This is an optimization exercise on Yosys and OpenROAD, whose aim is small area, not a production implementation.
Only simulation tests tie the RTL to the original design; equivalence was not proved.
No activity file was given, so power comes from the tool's default toggle rates.

==> flow/design.v, too long to show whole: its modules and the start of the top module <==
// module bfa: 4 lines
// module bha: 4 lines
// module ntt_mul23_csa: 1086 lines
// module ntt_add23_ci: 76 lines
// module ntt_sub23_ci: 76 lines
// module ntt_sub23_rc: 53 lines
// module ntt_add25_ci: 77 lines
// module ntt_mult_reduction: 226 lines
// module ntt_butterfly2x2: 172 lines
// module ntt_bf2x2_top: 30 lines
module ntt_bf2x2_top (
    input  wire         clk,
    input  wire         reset_n,
    input  wire         zeroize,
    input  wire [2:0]   mode,
    input  wire         enable,
    input  wire [183:0] uvw_i,
    input  wire [275:0] pw_uvw_i,
    input  wire         accumulate,
    output wire [91:0]  uv_o,
    output wire [91:0]  pwo_uv_o,
    output wire         ready_o
);
  // ...
==> flow/flow/run.sh <==
#!/bin/bash
set -euo pipefail
export BUFFER_PORTS_ARGS="-buffer_cell sky130_fd_sc_hd__buf_1"
export CTS_ARGS="-sink_clustering_enable -repair_clock_nets -sink_clustering_size 25 -sink_clustering_max_diameter 100 -dont_use_dummy_load"
# make's own output; each ORFS step also writes its full log under orfs/logs/
bash standard.sh > standard_make.log 2>&1
==> flow/standard.sh <==
#!/bin/bash
# synth_recipe.tcl (not shown) runs the flow's synth.tcl, then flattens the netlist and writes it again
# the make line also repeats each setting of config.mk as NAME=value (left out here)
make -C /OpenROAD-flow-scripts/flow DESIGN_CONFIG=/design/flow/config.mk WORK_HOME=/design/flow/orfs CLKGATE_MAP_FILE= SYNTH_SCRIPT=/design/flow/synth_recipe.tcl "${@:-finish}"
==> flow/config.mk <==
export PLATFORM = sky130hd
export DESIGN_NAME = ntt_bf2x2_top
export DESIGN_NICKNAME = ntt_bf2x2_top
export VERILOG_FILES = /design/flow/design.v
export SDC_FILE = /design/flow/constraint.sdc
export NUM_CORES = 4
export LEC_CHECK = 0
export CAP_MARGIN = 30
export CORE_MARGIN = 2
export CORE_UTILIZATION = 60
export CTS_CLUSTER_DIAMETER = 100
export CTS_CLUSTER_SIZE = 25
export PLACE_DENSITY = 0.75
export SLEW_MARGIN = 30
export SYNTH_HIERARCHICAL = 1
==> flow/constraint.sdc <==
create_clock -name core_clock -period 11.0 [get_ports {clk}]
set_input_delay 2.2000 -clock core_clock [delete_from_list [all_inputs] [get_ports {clk}]]
set_output_delay 2.2000 -clock core_clock [all_outputs]
set_load 0.01 [all_outputs]
==> flow_summary.html, run 1 <==
<table>
<tr><th>Metric</th><th>Value</th></tr>
<tr><th colspan="2">Layout</th></tr>
<tr><td>Flip-flop count of the largest register after layout</td><td>204</td></tr>
<tr><td>Count of placed standard cells in the final layout, fillers left out</td><td>16.5k</td></tr>
<tr><td>Final-layout clock buffer total</td><td>108</td></tr>
<tr><td>Share of layout cells above drive strength 1</td><td>0.0488</td></tr>
<tr><td>Total non-filler cell area in the finished layout</td><td>150000 µm²</td></tr>
<tr><td>Number of sequential storage elements</td><td>2128</td></tr>
<tr><td>Top library cells by usage in the layout, fill and taps aside</td><td>sky130_fd_sc_hd__nand2_1 (3039), sky130_fd_sc_hd__fa_1 (2632), sky130_fd_sc_hd__dfxtp_1 (2113)</td></tr>
<tr><td>Area grow syn2layout</td><td>1.86%</td></tr>
<tr><td>Portion of the layout cell area used by clock cells</td><td>0.0181</td></tr>
<tr><th colspan="2">Status</th></tr>
<tr><td>Result of the run</td><td>no timing/DRC/antenna violations</td></tr>
<tr><th colspan="2">STA</th></tr>
<tr><td>Min setup slack post-route</td><td>0.828 ns</td></tr>
<tr><td>Achievable clock frequency</td><td>0.0983 GHz</td></tr>
<tr><td>Slew of the pin with the lowest slew margin</td><td>1.11 ns</td></tr>
<tr><th colspan="2">Placement</th></tr>
<tr><td>Detailed-placement wirelength estimate</td><td>365 mm</td></tr>
<tr><th colspan="2">Detailed routing</th></tr>
<tr><td>DR top layer</td><td>met5</td></tr>
<tr><td>Residual DRC count</td><td>0</td></tr>
<tr><td>Count of nets left with antenna violations after detail routing</td><td>0</td></tr>
<tr><th colspan="2">CTS</th></tr>
<tr><td>Clock latency of the later-clocked register in the worst-skew pair</td><td>0.85 ns</td></tr>
<tr><td>Inserted Clock Buffers</td><td>108</td></tr>
<tr><td>Clock net sink count</td><td>2128</td></tr>
<tr><td>Clk root buf</td><td>sky130_fd_sc_hd__clkbuf_16</td></tr>
<tr><td># hold bufs at CTS</td><td>0</td></tr>
<tr><th colspan="2">Power</th></tr>
<tr><td>Sw Share</td><td>0.438</td></tr>
<tr><td>Power drawn by the clock network</td><td>4.21 mW</td></tr>
<tr><th colspan="2">Floorplanning</th></tr>
<tr><td>Core Rows</td><td>181</td></tr>
<tr><td>Top-level I/O count</td><td>653</td></tr>
<tr><th colspan="2">Synthesis</th></tr>
<tr><td>Warnings, synthesis</td><td>8</td></tr>
<tr><td>Mapped Avg Cell Area</td><td>11.0 µm²</td></tr>
<tr><th colspan="2">Global routing</th></tr>
<tr><td>Met1 GRT Util</td><td>0.477</td></tr>
<tr><td>Number of antenna violations at the first check in global routing</td><td>27</td></tr>
<tr><td>Vias in the first global route</td><td>103k</td></tr>
<tr><td>Total global-route track usage</td><td>0.371</td></tr>
</table>
==> module ntt_mult_reduction, before the edit <==
module ntt_mult_reduction (
    input  wire        clk,
    input  wire [22:0] a_i,
    input  wire [22:0] b_i,
    output logic [22:0] res_o
);
    function automatic [22:0] corr_add(input [23:0] s);
        logic [12:0] fl;
        logic [9:0]  fu;
        logic        lnz, ge;
        lnz = |s[12:0];
        ge  = s[23] | ((&s[22:13]) & lnz);
        fl[0] = 1'b1;
        for (int i = 1; i < 13; i++) fl[i] = fl[i-1] & ~s[i-1];
        fu[0] = lnz;
        for (int j = 1; j < 10; j++) fu[j] = fu[j-1] & s[13+j-1];
        corr_add = s[22:0] ^ ({23{ge}} & {fu, fl});
    endfunction
    function automatic [22:0] corr_sub(input [23:0] d);
        logic [12:0] fl;
        logic [9:0]  fu;
        logic        c;
        fl[0] = 1'b1;
        for (int i = 1; i < 13; i++) fl[i] = fl[i-1] & d[i-1];
        c = &d[12:0];
        fu[0] = ~c;
        for (int j = 1; j < 10; j++) fu[j] = fu[j-1] & ~d[13+j-1];
        corr_sub = d[22:0] ^ ({23{d[23]}} & {fu, fl});
    endfunction
    function automatic [22:0] div2(input [22:0] x);
        logic [21:0] y;
        logic [11:0] fl;
        logic [9:0]  fu;
        logic        c, b;
        y = x[22:1];
        fl[0] = 1'b1;
        for (int i = 1; i < 12; i++) fl[i] = fl[i-1] & y[i-1];
        c = &y[11:0];
        fu[0] = ~c;
        for (int j = 1; j < 10; j++) fu[j] = fu[j-1] & ~y[12+j-1];
        b = ~c & ~(|y[21:12]);
        div2 = {x[0] & ~b, y ^ ({22{x[0]}} & {fu, fl})};
    endfunction
    wire [45:0] sn, cn;
    logic [50:0] zn;
    wire  [50:0] zp;
    wire  [24:0] h0, h1;
    wire  [25:0]   hs;
    logic [24:0] s_r;
    wire n1, n2, n3, n4, n5, n6, n7, n8, n9, n10, n11, n12, n13, n14, n15, n16;
    wire n17, n18, n19, n20, n21, n22, n23, n24, n25, n26, n27, n28, n29, n30, n31, n32;
    wire n33, n34, n35, n36, n37, n38, n39, n40, n41, n42, n43, n44, n45, n46, n47, n48;
    wire n49, n50, n51, n52, n53, n54, n55, n56, n57, n58, n59, n60, n61, n62, n63, n64;
    wire n65, n66, n67, n68, n69, n70, n71, n72, n73, n74, n75, n76, n77, n78, n79, n80;
    wire n81, n82, n83, n84, n85, n86, n87, n88, n89, n90, n91, n92, n93, n94, n95, n96;
    wire n97, n98, n99, n100, n101, n102, n103, n104, n105, n106, n107, n108, n109, n110, n111, n112;
    wire n113, n114, n115, n116, n117, n118, n119, n120, n121, n122, n123, n124, n125, n126, n127, n128;
    wire n129, n130, n131, n132, n133, n134, n135, n136, n137, n138, n139, n140, n141, n142, n143, n144;
    wire n145, n146, n147, n148, n149, n150, n151, n152, n153, n154, n155, n156, n157, n158, n159, n160;
    wire n161, n162, n163, n164, n165, n166, n167, n168, n169, n170, n171, n172, n173, n174, n175, n176;
    wire n177, n178, n179, n180, n181, n182, n183, n184, n185, n186, n187, n188, n189, n190, n191, n192;
    wire n193, n194, n195, n196, n197, n198, n199, n200, n201, n202, n203, n204, n205, n206, n207, n208;
    wire n209, n210, n211, n212, n213, n214, n215, n216, n217, n218, n219, n220, n221, n222, n223, n224;
    wire n225, n226, n227, n228, n229, n230, n231, n232, n233, n234, n235, n236, n237, n238, n239, n240;
    wire n241, n242, n243, n244, n245, n246, n247, n248, n249, n250, n251, n252, n253, n254, n255, n256;
    wire n257, n258, n259, n260, n261, n262, n263, n264, n265, n266, n267, n268, n269, n270;
    ntt_mul23_csa u_tree (.a(a_i), .b(b_i), .sn(sn), .cn(cn));
    ntt_add25_ci u_sum (.a(h0), .b(h1), .s(hs));
    bfa ni1 (.a(sn[0]), .b(cn[0]), .c(1'b1), .s(n1), .co(n2));
    bfa ni2 (.a(sn[1]), .b(cn[1]), .c(n2), .s(n3), .co(n4));
    bfa ni3 (.a(sn[2]), .b(cn[2]), .c(n4), .s(n5), .co(n6));
    bfa ni4 (.a(sn[3]), .b(cn[3]), .c(n6), .s(n7), .co(n8));
    bfa ni5 (.a(sn[4]), .b(cn[4]), .c(n8), .s(n9), .co(n10));
    bfa ni6 (.a(sn[5]), .b(cn[5]), .c(n10), .s(n11), .co(n12));
    bfa ni7 (.a(sn[6]), .b(cn[6]), .c(n12), .s(n13), .co(n14));
    bfa ni8 (.a(sn[7]), .b(cn[7]), .c(1'b1), .s(n15), .co(n16));
    bfa ni9 (.a(sn[8]), .b(cn[8]), .c(n16), .s(n17), .co(n18));
    bfa ni10 (.a(sn[9]), .b(cn[9]), .c(n18), .s(n19), .co(n20));
    bfa ni11 (.a(sn[10]), .b(cn[10]), .c(n20), .s(n21), .co(n22));
    bfa ni12 (.a(sn[11]), .b(cn[11]), .c(n22), .s(n23), .co(n24));
    bfa ni13 (.a(sn[12]), .b(cn[12]), .c(n24), .s(n25), .co(n26));
    bfa ni14 (.a(sn[13]), .b(cn[13]), .c(1'b1), .s(n27), .co(n28));
    bfa ni15 (.a(sn[14]), .b(cn[14]), .c(n28), .s(n29), .co(n30));
    bfa ni16 (.a(sn[15]), .b(cn[15]), .c(n30), .s(n31), .co(n32));
    bfa ni17 (.a(sn[16]), .b(cn[16]), .c(n32), .s(n33), .co(n34));
    bfa ni18 (.a(sn[17]), .b(cn[17]), .c(n34), .s(n35), .co(n36));
    bfa ni19 (.a(sn[18]), .b(cn[18]), .c(n36), .s(n37), .co(n38));
    bfa ni20 (.a(sn[19]), .b(cn[19]), .c(n38), .s(n39), .co(n40));
    bfa ni21 (.a(sn[20]), .b(cn[20]), .c(n40), .s(n41), .co(n42));
    bfa ni22 (.a(sn[21]), .b(cn[21]), .c(n42), .s(n43), .co(n44));
    bfa ni23 (.a(sn[22]), .b(cn[22]), .c(n44), .s(n45), .co(n46));
    bfa ni24 (.a(sn[23]), .b(cn[23]), .c(1'b1), .s(n47), .co(n48));
    bfa ni25 (.a(sn[24]), .b(cn[24]), .c(n48), .s(n49), .co(n50));
    bfa ni26 (.a(sn[25]), .b(cn[25]), .c(n50), .s(n51), .co(n52));
    bfa ni27 (.a(sn[26]), .b(cn[26]), .c(n52), .s(n53), .co(n54));
    bfa ni28 (.a(sn[27]), .b(cn[27]), .c(n54), .s(n55), .co(n56));
    bfa ni29 (.a(sn[28]), .b(cn[28]), .c(n56), .s(n57), .co(n58));
    bfa ni30 (.a(sn[29]), .b(cn[29]), .c(n58), .s(n59), .co(n60));
    bfa ni31 (.a(sn[30]), .b(cn[30]), .c(n60), .s(n61), .co(n62));
    bfa ni32 (.a(sn[31]), .b(cn[31]), .c(n62), .s(n63), .co(n64));
    bfa ni33 (.a(sn[32]), .b(cn[32]), .c(n64), .s(n65), .co(n66));
    bfa ni34 (.a(sn[33]), .b(cn[33]), .c(1'b1), .s(n67), .co(n68));
    bfa ni35 (.a(sn[34]), .b(cn[34]), .c(n68), .s(n69), .co(n70));
    bfa ni36 (.a(sn[35]), .b(cn[35]), .c(n70), .s(n71), .co(n72));
    bfa ni37 (.a(sn[36]), .b(cn[36]), .c(n72), .s(n73), .co(n74));
    bfa ni38 (.a(sn[37]), .b(cn[37]), .c(n74), .s(n75), .co(n76));
    bfa ni39 (.a(sn[38]), .b(cn[38]), .c(n76), .s(n77), .co(n78));
    bfa ni40 (.a(sn[39]), .b(cn[39]), .c(n78), .s(n79), .co(n80));
    bfa ni41 (.a(sn[40]), .b(cn[40]), .c(n80), .s(n81), .co(n82));
    bfa ni42 (.a(sn[41]), .b(cn[41]), .c(n82), .s(n83), .co(n84));
    bfa ni43 (.a(sn[42]), .b(cn[42]), .c(n84), .s(n85), .co(n86));
    bfa ni44 (.a(sn[43]), .b(cn[43]), .c(1'b1), .s(n87), .co(n88));
    bfa ni45 (.a(sn[44]), .b(cn[44]), .c(n88), .s(n89), .co(n90));
    bfa ni46 (.a(sn[45]), .b(cn[45]), .c(n90), .s(n91), .co(n92));
    always_ff @(posedge clk) begin
        zn <= {n86, n66, n46, n26, n14, n91, n89, n87, n85, n83, n81, n79, n77, n75, n73, n71, n69, n67, n65, n63, n61, n59, n57, n55, n53, n51, n49, n47, n45, n43, n41, n39, n37, n35, n33, n31, n29, n27, n25, n23, n21, n19, n17, n15, n13, n11, n9, n7, n5, n3, n1};
    end
    bha ni47 (.a(zp[13]), .b(zp[47]), .s(n93), .co(n94));
    bfa ni48 (.a(zp[0]), .b(zn[23]), .c(zn[48]), .s(n95), .co(n96));
    bfa ni49 (.a(n93), .b(zp[23]), .c(zp[48]), .s(n97), .co(n98));
    bha ni50 (.a(zp[33]), .b(zp[49]), .s(n99), .co(n100));
    bfa ni51 (.a(zp[14]), .b(zp[24]), .c(zp[34]), .s(n101), .co(n102));
    bha ni52 (.a(zp[15]), .b(zp[25]), .s(n103), .co(n104));
    bfa ni53 (.a(n95), .b(zn[33]), .c(zn[49]), .s(n105), .co(n106));
    bfa ni54 (.a(zp[1]), .b(zn[24]), .c(zn[34]), .s(n107), .co(n108));
    bha ni55 (.a(zp[2]), .b(zn[25]), .s(n109), .co(n110));
    bha ni56 (.a(zp[3]), .b(zn[26]), .s(n111), .co(n112));
    bha ni57 (.a(zp[4]), .b(zn[27]), .s(n113), .co(n114));
    bha ni58 (.a(zp[5]), .b(zn[28]), .s(n115), .co(n116));
    bha ni59 (.a(zp[6]), .b(zn[29]), .s(n117), .co(n118));
    bfa ni60 (.a(zp[7]), .b(zp[46]), .c(zn[30]), .s(n119), .co(n120));
    bha ni61 (.a(zp[8]), .b(zn[31]), .s(n121), .co(n122));
    bha ni62 (.a(zp[9]), .b(zn[32]), .s(n123), .co(n124));
    bfa ni63 (.a(zp[10]), .b(zn[33]), .c(zn[49]), .s(n125), .co(n126));
    bha ni64 (.a(zn[43]), .b(zn[50]), .s(n127), .co(n128));
    bha ni65 (.a(zp[11]), .b(zn[34]), .s(n129), .co(n130));
    bha ni66 (.a(zp[12]), .b(zn[35]), .s(n131), .co(n132));
    bfa ni67 (.a(n97), .b(n99), .c(zn[36]), .s(n133), .co(n134));
    bha ni68 (.a(zp[43]), .b(zp[50]), .s(n135), .co(n136));
    bfa ni69 (.a(n101), .b(zn[37]), .c(zp[44]), .s(n137), .co(n138));
    bfa ni70 (.a(n94), .b(n98), .c(n100), .s(n139), .co(n140));
    bfa ni71 (.a(n103), .b(zp[35]), .c(zn[38]), .s(n141), .co(n142));
    bfa ni72 (.a(zp[45]), .b(n102), .c(1'b1), .s(n143), .co(n144));
    bfa ni73 (.a(zp[16]), .b(zp[26]), .c(zp[36]), .s(n145), .co(n146));
    bfa ni74 (.a(zn[39]), .b(n104), .c(1'b1), .s(n147), .co(n148));
    bfa ni75 (.a(zp[17]), .b(zp[27]), .c(zp[37]), .s(n149), .co(n150));
    assign n151 = ~zn[40];
    assign n152 = zn[40];
    bfa ni76 (.a(zp[18]), .b(zp[28]), .c(zp[38]), .s(n153), .co(n154));
    assign n155 = ~zn[41];
    assign n156 = zn[41];
    bfa ni77 (.a(zp[19]), .b(zp[29]), .c(zp[39]), .s(n157), .co(n158));
    assign n159 = ~zn[42];
    assign n160 = zn[42];
    bfa ni78 (.a(zp[20]), .b(zp[30]), .c(zp[40]), .s(n161), .co(n162));
    bha ni79 (.a(zn[43]), .b(zn[50]), .s(n163), .co(n164));
    bfa ni80 (.a(zp[21]), .b(zp[31]), .c(zp[41]), .s(n165), .co(n166));
    assign n167 = ~zn[44];
    assign n168 = zn[44];
    bfa ni81 (.a(zp[22]), .b(zp[32]), .c(zp[42]), .s(n169), .co(n170));
    assign n171 = ~zn[45];
    assign n172 = zn[45];
    bha ni82 (.a(n105), .b(zn[43]), .s(n173), .co(n174));
    bfa ni83 (.a(n107), .b(zn[44]), .c(n96), .s(n175), .co(n176));
    bfa ni84 (.a(n109), .b(zn[35]), .c(zn[45]), .s(n177), .co(n178));
    bfa ni85 (.a(n111), .b(zn[36]), .c(n110), .s(n179), .co(n180));
    bfa ni86 (.a(n113), .b(zn[37]), .c(n112), .s(n181), .co(n182));
    bfa ni87 (.a(n115), .b(zn[38]), .c(n114), .s(n183), .co(n184));
    bfa ni88 (.a(n117), .b(zn[39]), .c(n116), .s(n185), .co(n186));
    bfa ni89 (.a(n119), .b(zn[40]), .c(n118), .s(n187), .co(n188));
    bfa ni90 (.a(n121), .b(zn[41]), .c(n120), .s(n189), .co(n190));
    bfa ni91 (.a(n123), .b(zn[42]), .c(n122), .s(n191), .co(n192));
    bfa ni92 (.a(n125), .b(n127), .c(n124), .s(n193), .co(n194));
    bfa ni93 (.a(n129), .b(zn[44]), .c(n126), .s(n195), .co(n196));
    bfa ni94 (.a(n131), .b(zn[45]), .c(n130), .s(n197), .co(n198));
    bfa ni95 (.a(n133), .b(n135), .c(n132), .s(n199), .co(n200));
    bfa ni96 (.a(n137), .b(n139), .c(n134), .s(n201), .co(n202));
    bfa ni97 (.a(n141), .b(n143), .c(n138), .s(n203), .co(n204));
    bfa ni98 (.a(n145), .b(n147), .c(n142), .s(n205), .co(n206));
    bfa ni99 (.a(n149), .b(n151), .c(n146), .s(n207), .co(n208));
    bfa ni100 (.a(n153), .b(n155), .c(n150), .s(n209), .co(n210));
    bfa ni101 (.a(n157), .b(n159), .c(n154), .s(n211), .co(n212));
    bfa ni102 (.a(n161), .b(n163), .c(n158), .s(n213), .co(n214));
    bfa ni103 (.a(n165), .b(n167), .c(n162), .s(n215), .co(n216));
    bfa ni104 (.a(n169), .b(n171), .c(n166), .s(n217), .co(n218));
    bha ni105 (.a(n170), .b(n172), .s(n219), .co(n220));
    bha ni106 (.a(n173), .b(zn[50]), .s(n221), .co(n222));
    bfa ni107 (.a(n175), .b(n106), .c(n174), .s(n223), .co(n224));
    bfa ni108 (.a(n177), .b(n108), .c(n176), .s(n225), .co(n226));
    bfa ni109 (.a(n179), .b(n178), .c(1'b1), .s(n227), .co(n228));
    bfa ni110 (.a(n181), .b(n180), .c(1'b1), .s(n229), .co(n230));
    bfa ni111 (.a(n183), .b(n182), .c(1'b1), .s(n231), .co(n232));
    bfa ni112 (.a(n185), .b(n184), .c(1'b1), .s(n233), .co(n234));
    bfa ni113 (.a(n187), .b(n186), .c(1'b1), .s(n235), .co(n236));
    bfa ni114 (.a(n189), .b(n188), .c(1'b1), .s(n237), .co(n238));
    bfa ni115 (.a(n191), .b(n190), .c(1'b1), .s(n239), .co(n240));
    bfa ni116 (.a(n193), .b(n192), .c(1'b1), .s(n241), .co(n242));
    bfa ni117 (.a(n195), .b(n128), .c(n194), .s(n243), .co(n244));
    bfa ni118 (.a(n197), .b(n196), .c(1'b1), .s(n245), .co(n246));
    bfa ni119 (.a(n199), .b(n198), .c(1'b1), .s(n247), .co(n248));
    bfa ni120 (.a(n201), .b(n136), .c(n200), .s(n249), .co(n250));
    bfa ni121 (.a(n203), .b(n140), .c(n202), .s(n251), .co(n252));
    bfa ni122 (.a(n205), .b(n144), .c(n204), .s(n253), .co(n254));
    bfa ni123 (.a(n207), .b(n148), .c(n206), .s(n255), .co(n256));
    bfa ni124 (.a(n209), .b(n152), .c(n208), .s(n257), .co(n258));
    bfa ni125 (.a(n211), .b(n156), .c(n210), .s(n259), .co(n260));
    bfa ni126 (.a(n213), .b(n160), .c(n212), .s(n261), .co(n262));
    bfa ni127 (.a(n215), .b(n164), .c(n214), .s(n263), .co(n264));
    bfa ni128 (.a(n217), .b(n168), .c(n216), .s(n265), .co(n266));
    bfa ni129 (.a(n219), .b(n218), .c(1'b1), .s(n267), .co(n268));
    assign n269 = ~n220;
    assign n270 = n220;
    assign zp = ~zn;
    assign h0 = {n269, n267, n265, n263, n261, n259, n257, n255, n253, n251, n249, n247, n245, n243, n241, n239, n237, n235, n233, n231, n229, n227, n225, n223, n221};
    assign h1 = {n268, n266, n264, n262, n260, n258, n256, n254, n252, n250, n248, n246, n244, n242, n240, n238, n236, n234, n232, n230, n228, n226, n224, n222, 1'b1};
    logic [1:0]  k0;
    logic [23:0] wv;
    always_comb begin
        k0 = s_r[24:23];
        wv = {1'b0, s_r[22:0]} + {9'd0, k0, 13'd0} - {22'd0, k0};
    end
    always_ff @(posedge clk) begin
        s_r   <= hs[24:0];
        res_o <= corr_add(wv);
    end
endmodule
==> module ntt_butterfly2x2, before the edit <==
module ntt_butterfly2x2
#(
    parameter REG_SIZE = 23,
    parameter MLDSA_Q = 23'd8380417,
    parameter MLDSA_Q_DIV2_ODD = (MLDSA_Q + 1) / 2,
    parameter BF_LATENCY = 10,
    parameter PWM_LATENCY = 5,
    parameter PWA_LATENCY = 1,
    parameter PWS_LATENCY = 1,
    parameter BF_STAGE1_LATENCY = BF_LATENCY/2
)
(
    input wire clk,
    input wire reset_n,
    input wire zeroize,
    input ntt_defines_pkg::mode_t mode,
    input wire enable,
    input ntt_defines_pkg::bf_uvwi_t uvw_i,
    input ntt_defines_pkg::pwo_uvwi_t pw_uvw_i,
    input wire accumulate,
    output ntt_defines_pkg::bf_uvo_t uv_o,
    output ntt_defines_pkg::pwo_t pwo_uv_o,
    output logic ready_o
);
    function automatic [22:0] corr_add(input [23:0] s);
        logic [12:0] fl;
        logic [9:0]  fu;
        logic        lnz, ge;
        lnz = |s[12:0];
        ge  = s[23] | ((&s[22:13]) & lnz);
        fl[0] = 1'b1;
        for (int i = 1; i < 13; i++) fl[i] = fl[i-1] & ~s[i-1];
        fu[0] = lnz;
        for (int j = 1; j < 10; j++) fu[j] = fu[j-1] & s[13+j-1];
        corr_add = s[22:0] ^ ({23{ge}} & {fu, fl});
    endfunction
    function automatic [22:0] corr_sub(input [23:0] d);
        logic [12:0] fl;
        logic [9:0]  fu;
        logic        c;
        fl[0] = 1'b1;
        for (int i = 1; i < 13; i++) fl[i] = fl[i-1] & d[i-1];
        c = &d[12:0];
        fu[0] = ~c;
        for (int j = 1; j < 10; j++) fu[j] = fu[j-1] & ~d[13+j-1];
        corr_sub = d[22:0] ^ ({23{d[23]}} & {fu, fl});
    endfunction
    function automatic [22:0] div2(input [22:0] x);
        logic [21:0] y;
        logic [11:0] fl;
        logic [9:0]  fu;
        logic        c, b;
        y = x[22:1];
        fl[0] = 1'b1;
        for (int i = 1; i < 12; i++) fl[i] = fl[i-1] & y[i-1];
        c = &y[11:0];
        fu[0] = ~c;
        for (int j = 1; j < 10; j++) fu[j] = fu[j-1] & ~y[12+j-1];
        b = ~c & ~(|y[21:12]);
        div2 = {x[0] & ~b, y ^ ({22{x[0]}} & {fu, fl})};
    endfunction
    logic [5:1] zf;
    always_ff @(posedge clk or negedge reset_n) begin
        if (!reset_n) zf <= 5'h1f;
        else          zf <= {zf[4:1] | {4{zeroize}}, zeroize};
    end
    logic m_ct, m_gs, m_pwm, m_pwa, m_pws, pwo_mode;
    assign m_ct  = (mode == ct);
    assign m_gs  = (mode == gs);
    assign m_pwm = (mode == pwm);
    assign m_pwa = (mode == pwa);
    assign m_pws = (mode == pws);
    assign pwo_mode = m_pwm | m_pwa | m_pws;
    logic sa_uv, sa_u4, sa_w4, sb_p4, sx_v, sx_g;
    logic ct_d, gs_d, pwm_d, bs_w1, bs_w2, bs_u1;
    logic ou_ar, ou_d4, ou_p4, ou_umv, ov_sr, ov_p4;
    assign sa_uv  = m_gs | m_pwa;                  
    assign sa_u4  = m_ct & ~zf[4];                 
    assign sa_w4  = m_pwm & ~zf[4];                
    assign sb_p4  = (m_ct | m_pwm) & ~zf[4];
    assign sx_v   = m_ct | m_pwm;                  
    assign sx_g   = m_gs & ~zf[1];                 
    always_ff @(posedge clk) begin
        ct_d <= m_ct; gs_d <= m_gs; pwm_d <= m_pwm;
    end
    assign bs_w1  = ct_d & ~zf[1];
    assign bs_w2  = gs_d & ~zf[2];
    assign bs_u1  = pwm_d & ~zf[1];
    assign ou_ar  = (m_ct | m_pwa | (m_pwm & accumulate)) & ~zf[1];
    assign ou_d4  = m_gs & ~zf[5];
    assign ou_p4  = m_pwm & ~accumulate & ~zf[4];
    assign ou_umv = m_pws & ~zf[1];
    assign ov_sr  = m_ct & ~zf[5];
    assign ov_p4  = m_gs & ~zf[4];
    logic [BF_STAGE1_LATENCY-1:0][REG_SIZE-1:0] w10_reg, w11_reg;
    always_ff @(posedge clk) begin
        w10_reg <= {uvw_i.w10_i, w10_reg[BF_STAGE1_LATENCY-1:1]};
        w11_reg <= {uvw_i.w11_i, w11_reg[BF_STAGE1_LATENCY-1:1]};
    end
    logic w2_sel;
    assign w2_sel = ~pwo_mode & ~zf[5];
    logic [3:0][22:0] opu, opv, opw, u_o, v_o, pw_o;
    assign opu[0] = pwo_mode ? pw_uvw_i.u0_i : uvw_i.u00_i;
    assign opv[0] = pwo_mode ? pw_uvw_i.v0_i : uvw_i.v00_i;
    assign opw[0] = pwo_mode ? pw_uvw_i.w0_i : uvw_i.w00_i;
    assign opu[1] = pwo_mode ? pw_uvw_i.u1_i : uvw_i.u01_i;
    assign opv[1] = pwo_mode ? pw_uvw_i.v1_i : uvw_i.v01_i;
    assign opw[1] = pwo_mode ? pw_uvw_i.w1_i : uvw_i.w01_i;
    assign opu[2] = pwo_mode ? pw_uvw_i.u2_i : u_o[0];
    assign opv[2] = pwo_mode ? pw_uvw_i.v2_i : u_o[1];
    assign opw[2] = (pwo_mode ? pw_uvw_i.w2_i : '0) | (w2_sel ? w10_reg[0] : '0);
    assign opu[3] = pwo_mode ? pw_uvw_i.u3_i : v_o[0];
    assign opv[3] = pwo_mode ? pw_uvw_i.v3_i : v_o[1];
    assign opw[3] = (pwo_mode ? pw_uvw_i.w3_i : '0) | (w2_sel ? w11_reg[0] : '0);
    assign uv_o.u20_o = u_o[2];
    assign uv_o.v20_o = v_o[2];
    assign uv_o.u21_o = u_o[3];
    assign uv_o.v21_o = v_o[3];
    assign pwo_uv_o.uv0 = pw_o[0];
    assign pwo_uv_o.uv1 = pw_o[1];
    assign pwo_uv_o.uv2 = pw_o[2];
    assign pwo_uv_o.uv3 = pw_o[3];
    for (genvar g = 0; g < 4; g++) begin : bf
        logic [22:0] u1, u2, u3, u4, w1, w2, w3, w4;
        logic [22:0] h1, h2, h3, h4;           
        logic [23:0] umv_r, ar_r, sr_r;
        logic [22:0] umv, ar, sr, p4;
        logic [22:0] xa;                       
        logic [22:0] add_a, add_b, mul_b;
        wire  [23:0] umv_s, ar_s, sr_s;        
        assign add_a = ({23{sa_uv}} & opu[g]) | ({23{sa_u4}} & u4) | ({23{sa_w4}} & w4);
        assign add_b = ({23{sa_uv}} & opv[g]) | ({23{sb_p4}} & p4);
        assign mul_b = ({23{bs_w1}} & w1) | ({23{bs_w2}} & w2) | ({23{bs_u1}} & u1);
        ntt_sub23_ci u_umv (.a(opu[g]), .bn(~opv[g]), .s(umv_s));
        ntt_add23_ci u_ar  (.a(add_a), .b(add_b), .s(ar_s));
        ntt_sub23_rc u_sr  (.a(u4), .bn(~p4), .s(sr_s));
        always_ff @(posedge clk) begin
            u1 <= opu[g]; u2 <= u1; u3 <= u2; u4 <= u3;
            w1 <= opw[g]; w2 <= w1; w3 <= w2; w4 <= w3;
            umv_r <= {~umv_s[23], umv_s[22:0]};
            ar_r  <= ar_s;
            sr_r  <= {~sr_s[23], sr_s[22:0]};
            h1 <= div2(ar); h2 <= h1; h3 <= h2; h4 <= h3;
            xa <= ({23{sx_v}} & opv[g]) | ({23{sx_g}} & div2(umv));
        end
        assign umv = corr_sub(umv_r);
        assign ar  = corr_add(ar_r);
        assign sr  = corr_sub(sr_r);
        ntt_mult_reduction u_mul (.clk(clk), .a_i(xa), .b_i(mul_b), .res_o(p4));
        assign u_o[g]  = ({23{ou_ar}} & ar) | ({23{ou_d4}} & h4) | ({23{ou_p4}} & p4) | ({23{ou_umv}} & umv);
        assign v_o[g]  = ({23{ov_sr}} & sr) | ({23{ov_p4}} & p4);
        assign pw_o[g] = {23{pwo_mode}} & u_o[g];
    end
    logic [BF_LATENCY-1:0] ready_reg;
    always_ff @(posedge clk or negedge reset_n) begin
        if (!reset_n)
            ready_reg <= 'b0;
        else if (zeroize)
            ready_reg <= 'b0;
        else begin
            unique case(mode)
                ct:  ready_reg <= {enable, ready_reg[BF_LATENCY-1:1]};
                gs:  ready_reg <= {enable, ready_reg[BF_LATENCY-1:1]};
                pwm: ready_reg <= accumulate ? {5'h0, enable, ready_reg[PWM_LATENCY-1:1]} : {6'h0, enable, ready_reg[PWM_LATENCY-2:1]};
                pwa: ready_reg <= {9'h0, enable};
                pws: ready_reg <= {9'h0, enable};
                default: ready_reg <= 'h0;
            endcase
        end
    end
    assign ready_o = ready_reg[0];
endmodule
==> run 2: changes to the inputs <==
--- a/flow/design.v
+++ b/flow/design.v
@@ -1431,6 +1431,37 @@
     assign cb2 = c0_24 | (cb1 & all2);
     assign s[25] = cb2;
 endmodule
+module ntt_inc #(parameter N = 10) (input wire [N-1:0] x, input wire cin, output wire [N-1:0] s, output wire cout);
+    wire [N:0] t;
+    assign t[0] = cin;
+    for (genvar i = 0; i < N; i++) begin : c
+        bha u (.a(x[i]), .b(t[i]), .s(s[i]), .co(t[i+1]));
+    end
+    assign cout = t[N];
+endmodule
+module ntt_dec #(parameter N = 10) (input wire [N-1:0] x, input wire bin, output wire [N-1:0] s, output wire bout);
+    wire [N-1:0] sn;
+    ntt_inc #(.N(N)) u (.x(~x), .cin(bin), .s(sn), .cout(bout));
+    assign s = ~sn;
+endmodule
+module ntt_corr_add (input wire [23:0] s, output wire [22:0] r);
+    wire lnz, ge, b_unused, c_unused;
+    assign lnz = |s[12:0];
+    assign ge  = s[23] | ((&s[22:13]) & lnz);
+    ntt_dec #(.N(13)) u_lo (.x(s[12:0]),  .bin(ge),       .s(r[12:0]),  .bout(b_unused));
+    ntt_inc #(.N(10)) u_hi (.x(s[22:13]), .cin(ge & lnz), .s(r[22:13]), .cout(c_unused));
+endmodule
+module ntt_corr_sub (input wire [23:0] d, output wire [22:0] r);
+    wire c, b_unused;
+    ntt_inc #(.N(13)) u_lo (.x(d[12:0]),  .cin(d[23]),      .s(r[12:0]),  .cout(c));
+    ntt_dec #(.N(10)) u_hi (.x(d[22:13]), .bin(d[23] & ~c), .s(r[22:13]), .bout(b_unused));
+endmodule
+module ntt_div2 (input wire [22:0] x, output wire [22:0] r);
+    wire c, b;
+    ntt_inc #(.N(12)) u_lo (.x(x[12:1]),  .cin(x[0]),      .s(r[11:0]),  .cout(c));
+    ntt_dec #(.N(10)) u_hi (.x(x[22:13]), .bin(x[0] & ~c), .s(r[21:12]), .bout(b));
+    assign r[22] = x[0] & ~b;
+endmodule
 module ntt_mult_reduction (
     input  wire        clk,
     input  wire [22:0] a_i,
@@ -1646,12 +1677,36 @@
     assign zp = ~zn;
     assign h0 = {n269, n267, n265, n263, n261, n259, n257, n255, n253, n251, n249, n247, n245, n243, n241, n239, n237, n235, n233, n231, n229, n227, n225, n223, n221};
     assign h1 = {n268, n266, n264, n262, n260, n258, n256, n254, n252, n250, n248, n246, n244, n242, n240, n238, n236, n234, n232, n230, n228, n226, n224, n222, 1'b1};
-    logic [1:0]  k0;
-    logic [23:0] wv;
-    always_comb begin
-        k0 = s_r[24:23];
-        wv = {1'b0, s_r[22:0]} + {9'd0, k0, 13'd0} - {22'd0, k0};
-    end
+    wire  [1:0]  k0;
+    wire  [14:0] m;
+    wire  [23:0] wv;
+    wire  [22:0] wc;
+    assign k0 = s_r[24:23];
+    assign m  = {k0 == 2'd3, k0 == 2'd2, {11{|k0}}, ^k0, k0[0]};
+    assign wc[0] = 1'b0;
+    bha u_w0 (.a(s_r[0]), .b(m[0]), .s(wv[0]), .co(wc[1]));
+    bfa u_w1 (.a(s_r[1]), .b(m[1]), .c(wc[1]), .s(wv[1]), .co(wc[2]));
+    bfa u_w2 (.a(s_r[2]), .b(m[2]), .c(wc[2]), .s(wv[2]), .co(wc[3]));
+    bfa u_w3 (.a(s_r[3]), .b(m[3]), .c(wc[3]), .s(wv[3]), .co(wc[4]));
+    bfa u_w4 (.a(s_r[4]), .b(m[4]), .c(wc[4]), .s(wv[4]), .co(wc[5]));
+    bfa u_w5 (.a(s_r[5]), .b(m[5]), .c(wc[5]), .s(wv[5]), .co(wc[6]));
+    bfa u_w6 (.a(s_r[6]), .b(m[6]), .c(wc[6]), .s(wv[6]), .co(wc[7]));
+    bfa u_w7 (.a(s_r[7]), .b(m[7]), .c(wc[7]), .s(wv[7]), .co(wc[8]));
+    bfa u_w8 (.a(s_r[8]), .b(m[8]), .c(wc[8]), .s(wv[8]), .co(wc[9]));
+    bfa u_w9 (.a(s_r[9]), .b(m[9]), .c(wc[9]), .s(wv[9]), .co(wc[10]));
+    bfa u_w10 (.a(s_r[10]), .b(m[10]), .c(wc[10]), .s(wv[10]), .co(wc[11]));
+    bfa u_w11 (.a(s_r[11]), .b(m[11]), .c(wc[11]), .s(wv[11]), .co(wc[12]));
+    bfa u_w12 (.a(s_r[12]), .b(m[12]), .c(wc[12]), .s(wv[12]), .co(wc[13]));
+    bfa u_w13 (.a(s_r[13]), .b(m[13]), .c(wc[13]), .s(wv[13]), .co(wc[14]));
+    bfa u_w14 (.a(s_r[14]), .b(m[14]), .c(wc[14]), .s(wv[14]), .co(wc[15]));
+    bha u_w15 (.a(s_r[15]), .b(wc[15]), .s(wv[15]), .co(wc[16]));
+    bha u_w16 (.a(s_r[16]), .b(wc[16]), .s(wv[16]), .co(wc[17]));
+    bha u_w17 (.a(s_r[17]), .b(wc[17]), .s(wv[17]), .co(wc[18]));
+    bha u_w18 (.a(s_r[18]), .b(wc[18]), .s(wv[18]), .co(wc[19]));
+    bha u_w19 (.a(s_r[19]), .b(wc[19]), .s(wv[19]), .co(wc[20]));
+    bha u_w20 (.a(s_r[20]), .b(wc[20]), .s(wv[20]), .co(wc[21]));
+    bha u_w21 (.a(s_r[21]), .b(wc[21]), .s(wv[21]), .co(wc[22]));
+    bha u_w22 (.a(s_r[22]), .b(wc[22]), .s(wv[22]), .co(wv[23]));
     always_ff @(posedge clk) begin
         s_r   <= hs[24:0];
         res_o <= corr_add(wv);
@@ -1786,6 +1841,7 @@
         logic [23:0] umv_r, ar_r, sr_r;
         logic [22:0] umv, ar, sr, p4;
         logic [22:0] xa;                       
+        wire  [22:0] ar_h, umv_h;              
         logic [22:0] add_a, add_b, mul_b;
         wire  [23:0] umv_s, ar_s, sr_s;        
         assign add_a = ({23{sa_uv}} & opu[g]) | ({23{sa_u4}} & u4) | ({23{sa_w4}} & w4);
@@ -1800,12 +1856,14 @@
             umv_r <= {~umv_s[23], umv_s[22:0]};
             ar_r  <= ar_s;
             sr_r  <= {~sr_s[23], sr_s[22:0]};
-            h1 <= div2(ar); h2 <= h1; h3 <= h2; h4 <= h3;
-            xa <= ({23{sx_v}} & opv[g]) | ({23{sx_g}} & div2(umv));
+            h1 <= ar_h; h2 <= h1; h3 <= h2; h4 <= h3;
+            xa <= ({23{sx_v}} & opv[g]) | ({23{sx_g}} & umv_h);
         end
-        assign umv = corr_sub(umv_r);
-        assign ar  = corr_add(ar_r);
+        ntt_corr_sub u_cumv (.d(umv_r), .r(umv));
+        ntt_corr_add u_car  (.s(ar_r), .r(ar));
         assign sr  = corr_sub(sr_r);
+        ntt_div2 u_har (.x(ar), .r(ar_h));
+        ntt_div2 u_hum (.x(umv), .r(umv_h));
         ntt_mult_reduction u_mul (.clk(clk), .a_i(xa), .b_i(mul_b), .res_o(p4));
         assign u_o[g]  = ({23{ou_ar}} & ar) | ({23{ou_d4}} & h4) | ({23{ou_p4}} & p4) | ({23{ou_umv}} & umv);
         assign v_o[g]  = ({23{ov_sr}} & sr) | ({23{ov_p4}} & p4);
==> run 2 against run 1 <==
Still clean on timing, DRC and antenna. Routed wire length fell by 2.6%. Sequential power barely moved. Combinational power fell by about 20%. Fmax rose by 0.98%. Via count fell by 8.0%. Power fell by 11%. Die area fell by 3.5%. First-iteration DRC count fell by 6.5%. Global-route usage rose by 0.35 points. Final area fell by 3.6%. Sequential share of layout area rose by 1.1 points. Largest power group unchanged.
==> flow_summary.html, run 2 <==
<table>
<tr><th>Metric</th><th>Value</th></tr>
<tr><th colspan="2">CTS</th></tr>
<tr><td>Clock net sink count</td><td>2128 (unchanged)</td></tr>
<tr><td>Number of setup buffers added after CTS</td><td>0 (unchanged)</td></tr>
<tr><td>Number of buffers between clock root and the deepest sink</td><td>3 (unchanged)</td></tr>
<tr><td>H-tree levels</td><td>3 (unchanged)</td></tr>
<tr><td>Post-cts repair resize count</td><td>0 (unchanged)</td></tr>
<tr><td>CTS clock-pin slew for the worst setup and hold paths</td><td>0.10 ns (was 0.09 ns)</td></tr>
<tr><td># hold bufs at CTS</td><td>0 (unchanged)</td></tr>
<tr><td>CTS tree</td><td>done (unchanged)</td></tr>
<tr><td>Clock latency of the later-clocked register in the worst-skew pair</td><td>0.82 ns (was 0.85 ns)</td></tr>
<tr><td>Inserted Clock Buffers</td><td>107 (was 108)</td></tr>
<tr><td>Clk root buf</td><td>sky130_fd_sc_hd__clkbuf_16 (unchanged)</td></tr>
<tr><th colspan="2">Detailed routing</th></tr>
<tr><td>1st-iter DRT viols</td><td>10.2k (was 10.9k)</td></tr>
<tr><td>Mean routed wirelength per cell</td><td>29.1 µm (was 27.9 µm)</td></tr>
<tr><td>Total number of vias</td><td>92.1k (was 100k)</td></tr>
<tr><td>Number of optimization iterations in the first detailed-route pass</td><td>10 (was 9)</td></tr>
<tr><td>Vias per std cell</td><td>5.99 (was 6.07)</td></tr>
<tr><td>Residual DRC count</td><td>0 (unchanged)</td></tr>
<tr><td>Count of nets left with antenna violations after detail routing</td><td>0 (unchanged)</td></tr>
<tr><td>Wire length reported by the detailed router</td><td>448 mm (was 460 mm)</td></tr>
<tr><th colspan="2">Worst setup path</th></tr>
<tr><td>Highest net fanout along the worst path</td><td>92 (unchanged)</td></tr>
<tr><td>Critical path class</td><td>reg -&gt; reg (unchanged)</td></tr>
<tr><td>Slowest stage delay, CP</td><td>0.71 ns (was 0.70 ns)</td></tr>
<tr><td>Required arrival time at the worst endpoint</td><td>11.64 ns (was 11.65 ns)</td></tr>
<tr><td>Endpoint kind of the worst setup timing path</td><td>register (unchanged)</td></tr>
<tr><td>Reg2reg setup slack</td><td>0.93 ns (was 0.83 ns)</td></tr>
<tr><td>Worst-case reg-to-reg path depth</td><td>22 (unchanged)</td></tr>
<tr><td>Cell with the biggest individual delay on the critical path</td><td>sky130_fd_sc_hd__dfstp_2 (unchanged)</td></tr>
<tr><td>CP Cell Sequence</td><td>nor2b_4, buf_12, a22oi_1, nand2_1, nand2_1, fa_1, fa_1, fa_1, fa_1, fa_1, fa_1, fa_1, fa_1, fa_1, fa_1, fa_1, fa_1, fa_1, fa_1, fa_1, fa_1, fa_1 (was nor2b_4, buf_12, nand2_1, nand2_1, nand2_1, fa_1, fa_1, fa_1, fa_1, fa_1, fa_1, fa_1, fa_1, fa_1, fa_1, fa_1, fa_1, fa_1, fa_1, fa_1, fa_1, fa_1)</td></tr>
<tr><td>Worst Path Arrival</td><td>10.71 ns (was 10.82 ns)</td></tr>
<tr><td>Cell repeated most along the worst path</td><td>sky130_fd_sc_hd__fa_1 (unchanged)</td></tr>
<tr><td>Launching element type of the critical path</td><td>register (unchanged)</td></tr>
<tr><th colspan="2">STA</th></tr>
<tr><td>Slew of the pin with the lowest slew margin</td><td>1.11 ns (about the same)</td></tr>
<tr><td>Relative slew margins</td><td>0.257 (was 0.236)</td></tr>
<tr><td>Final TNS setup</td><td>0 ns (unchanged)</td></tr>
<tr><td>Setup repair after global routing missed its margin</td><td>no (unchanged)</td></tr>
<tr><td>Final setup vio count</td><td>0 (unchanged)</td></tr>
<tr><td>Final hold violation count</td><td>0 (unchanged)</td></tr>
<tr><td>Final slew viol count</td><td>0 (unchanged)</td></tr>
<tr><td>Clock skew after layout</td><td>0.0606 ns (was 0.0676 ns)</td></tr>
<tr><td>Achievable clock frequency</td><td>0.0993 GHz (was 0.0983 GHz)</td></tr>
<tr><td>Post-layout min period</td><td>10.07 ns (was 10.17 ns)</td></tr>
<tr><td>Tcrit/Tclk final</td><td>0.916 (was 0.925)</td></tr>
<tr><td>Min setup slack post-route</td><td>0.926 ns (was 0.828 ns)</td></tr>
<tr><th colspan="2">Power</th></tr>
<tr><td>Ratio of total power to cell area</td><td>199 nW/µm² (was 215 nW/µm²)</td></tr>
<tr><td>Peak supply drop</td><td>324 µV (was 267 µV)</td></tr>
<tr><td>Leakage power</td><td>49.2 nW (was 48.8 nW)</td></tr>
<tr><td>Total Power Consumption</td><td>28.6 mW (was 32.1 mW)</td></tr>
<tr><th colspan="2">Layout</th></tr>
<tr><td>Total non-filler cell area in the finished layout</td><td>144000 µm² (was 150000 µm²)</td></tr>
<tr><td>Top library cells by usage in the layout, fill and taps aside</td><td>sky130_fd_sc_hd__nand2_1 (2884), sky130_fd_sc_hd__fa_1 (2684), sky130_fd_sc_hd__dfxtp_1 (2110) (was sky130_fd_sc_hd__nand2_1 (3039), sky130_fd_sc_hd__fa_1 (2632), sky130_fd_sc_hd__dfxtp_1 (2113))</td></tr>
<tr><td>Nets</td><td>16.1k (was 16.8k)</td></tr>
<tr><td>Most common cell after layout, fill and taps aside</td><td>sky130_fd_sc_hd__nand2_1 (unchanged)</td></tr>
<tr><td>Final standard cell utilization of the core</td><td>0.614 (was 0.615)</td></tr>
<tr><td>Count of fill cells added during filler insertion</td><td>18.6k (was 19.6k)</td></tr>
<tr><td>Share of layout cells above drive strength 1</td><td>0.0479 (was 0.0488)</td></tr>
<tr><td>Area grow syn2layout</td><td>1.83% (was 1.86%)</td></tr>
<tr><td>Flip-flop count of the largest register after layout</td><td>204 (unchanged)</td></tr>
<tr><th colspan="2">Global routing</th></tr>
<tr><td>Number of antenna violations at the first check in global routing</td><td>34 (was 27)</td></tr>
<tr><td>Most utilized layer in the global route result</td><td>met2 (unchanged)</td></tr>
<tr><td>Met2 Use GR</td><td>0.553 (was 0.551)</td></tr>
<tr><td>GRT overflow</td><td>0 (unchanged)</td></tr>
<tr><td>Total global-route track usage</td><td>0.374 (was 0.371)</td></tr>
<tr><td>Met1 GRT Util</td><td>0.483 (was 0.477)</td></tr>
<tr><td>Vias in the first global route</td><td>99.1k (was 103k)</td></tr>
<tr><td>Met3 usage in global routing</td><td>0.107 (was 0.103)</td></tr>
<tr><td>Global-route wire length before repair</td><td>653 mm (was 673 mm)</td></tr>
<tr><td>Pin count of the biggest net entering global routing</td><td>126 (was 181)</td></tr>
<tr><th colspan="2">Min path</th></tr>
<tr><td>Number of cells on the worst hold path</td><td>0 (unchanged)</td></tr>
<tr><td>Class of the worst hold path</td><td>reg -&gt; reg (unchanged)</td></tr>
<tr><th colspan="2">Floorplanning</th></tr>
<tr><td>Top-level I/O count</td><td>653 (unchanged)</td></tr>
<tr><td>Core Rows</td><td>178 (was 181)</td></tr>
<tr><td>Core Area</td><td>235000 µm² (was 243000 µm²)</td></tr>
<tr><td>Starting density of the core</td><td>0.603 (was 0.604)</td></tr>
<tr><td>Die footprint</td><td>240000 µm² (was 249000 µm²)</td></tr>
<tr><td>Height of the die</td><td>490 µm (was 499 µm)</td></tr>
<tr><td>Chip width</td><td>490 µm (was 499 µm)</td></tr>
<tr><th colspan="2">Synthesis</th></tr>
<tr><td>Post-synthesis cell area</td><td>142000 µm² (was 147000 µm²)</td></tr>
<tr><td>Synthesized instance count</td><td>12.2k (was 13.3k)</td></tr>
<tr><td>Warnings, synthesis</td><td>8 (unchanged)</td></tr>
<tr><td>Mapped Avg Cell Area</td><td>11.6 µm² (was 11.0 µm²)</td></tr>
<tr><th colspan="2">Placement</th></tr>
<tr><td>Gpl congestion</td><td>1.05 (about the same)</td></tr>
<tr><td>Detailed-placement wirelength estimate</td><td>357 mm (was 365 mm)</td></tr>
<tr><td># port buffers</td><td>652 (unchanged)</td></tr>
<tr><td>Cell area after placement</td><td>141000 µm² (was 147000 µm²)</td></tr>
<tr><td>Worst Setup Slack post-DPL</td><td>1.17 ns (was 1.02 ns)</td></tr>
<tr><th colspan="2">Status</th></tr>
<tr><td>Result of the run</td><td>no timing/DRC/antenna violations (unchanged)</td></tr>
<tr><th colspan="2">Job</th></tr>
<tr><td>Max Cap Violations</td><td>0 (unchanged)</td></tr>
</table>
run 2: routing by layer:
metal,vias up,part of all wire
met5,-,0.00015
met4,10,0.084
met3,1428,0.11
met2,6195,0.43
met1,46900,0.37
li1,37600,-
run 2: final timing paths:
| path | endpoint | from |
|---|---|---|
| max in group asynchronous | u_bf2x2.zf[4] | reset_n |
| max | u_bf2x2.bf[0].u_mul.zn[32] | u_bf2x2.zf[1] |
| min in group asynchronous | u_bf2x2.ready_reg[0] | reset_n |
| min | u_bf2x2.bf[2].u3[21] | u_bf2x2.bf[2].u2[21] |
| min reg2reg | u_bf2x2.bf[2].u3[21] | u_bf2x2.bf[2].u2[21] |
| max reg2reg | u_bf2x2.bf[0].u_mul.zn[32] | u_bf2x2.zf[1] |
run 2: layout make-up:
type                    instances  area, µm²  share of cell area
clock buffers                 107       2680              0.0186
inverters                     713       2680              0.0186
diodes                         34       85.1            0.000590
multi-input cells            8328      87700               0.608
well taps                    3150       3940              0.0273
flip-flops and latches       2128      42700               0.296
repair buffers                918       4540              0.0314
run 2: stage by stage:
step,hold WS [ns],std cells
3_3_place_gp,0.310,15200
2_1_floorplan,0.310,12300
4_1_cts,0.303,15300
3_5_place_dp,0.312,15200
5_1_grt,0.303,15400
6_report,0.301,15400
run 2: critical path: cells and delay by family, from the launching register on:
kind | cells | cell delay (ns)
buffers and inverters | 1 | 0.22
adders and majority gates | 17 | 7.67
AOI/OAI and AO/OA | 1 | 0.32
DFF | 1 | 0.71
and+or+nand+nor | 3 | 0.75
run 2: report_power, final:
group          total (mW)  internal [mW]  leakage [nW]  switching [mW]
clock                4.20           1.73          1.32            2.47
sequential           10.9           9.46          17.9            1.40
combinational        13.6           5.61          30.0            7.99

port drivers added, routing unchanged:
In the flow no input, the clock included, has a driving cell. The finished layouts below were timed again as built, in two steps. Step 1 (the two cells are an assumption about what drives the block):
set clk [get_ports {clk}]
set_driving_cell -lib_cell sky130_fd_sc_hd__clkbuf_16 $clk
set_driving_cell -lib_cell sky130_fd_sc_hd__buf_2 [delete_from_list [all_inputs] $clk]
Step 2 also shifts input and output timing later by t, the mid clock arrival at the registers, as if the neighbouring blocks saw the same clock. a / b / c = ideal / step 1 / step 2; a / b = the first two.
run | shift t [ns] | slack for setup (ns) | clock arrival spread, ns | worst slew at a driven data input, ns
run 1 | 0.898 | 0.828 / 0.828 / 0.828 | 0.078 / 0.078 | 0.21
run 2 | 0.892 | 0.926 / 0.926 / 0.926 | 0.071 / 0.070 | 0.23
After both steps setup and hold are still met in every run listed.
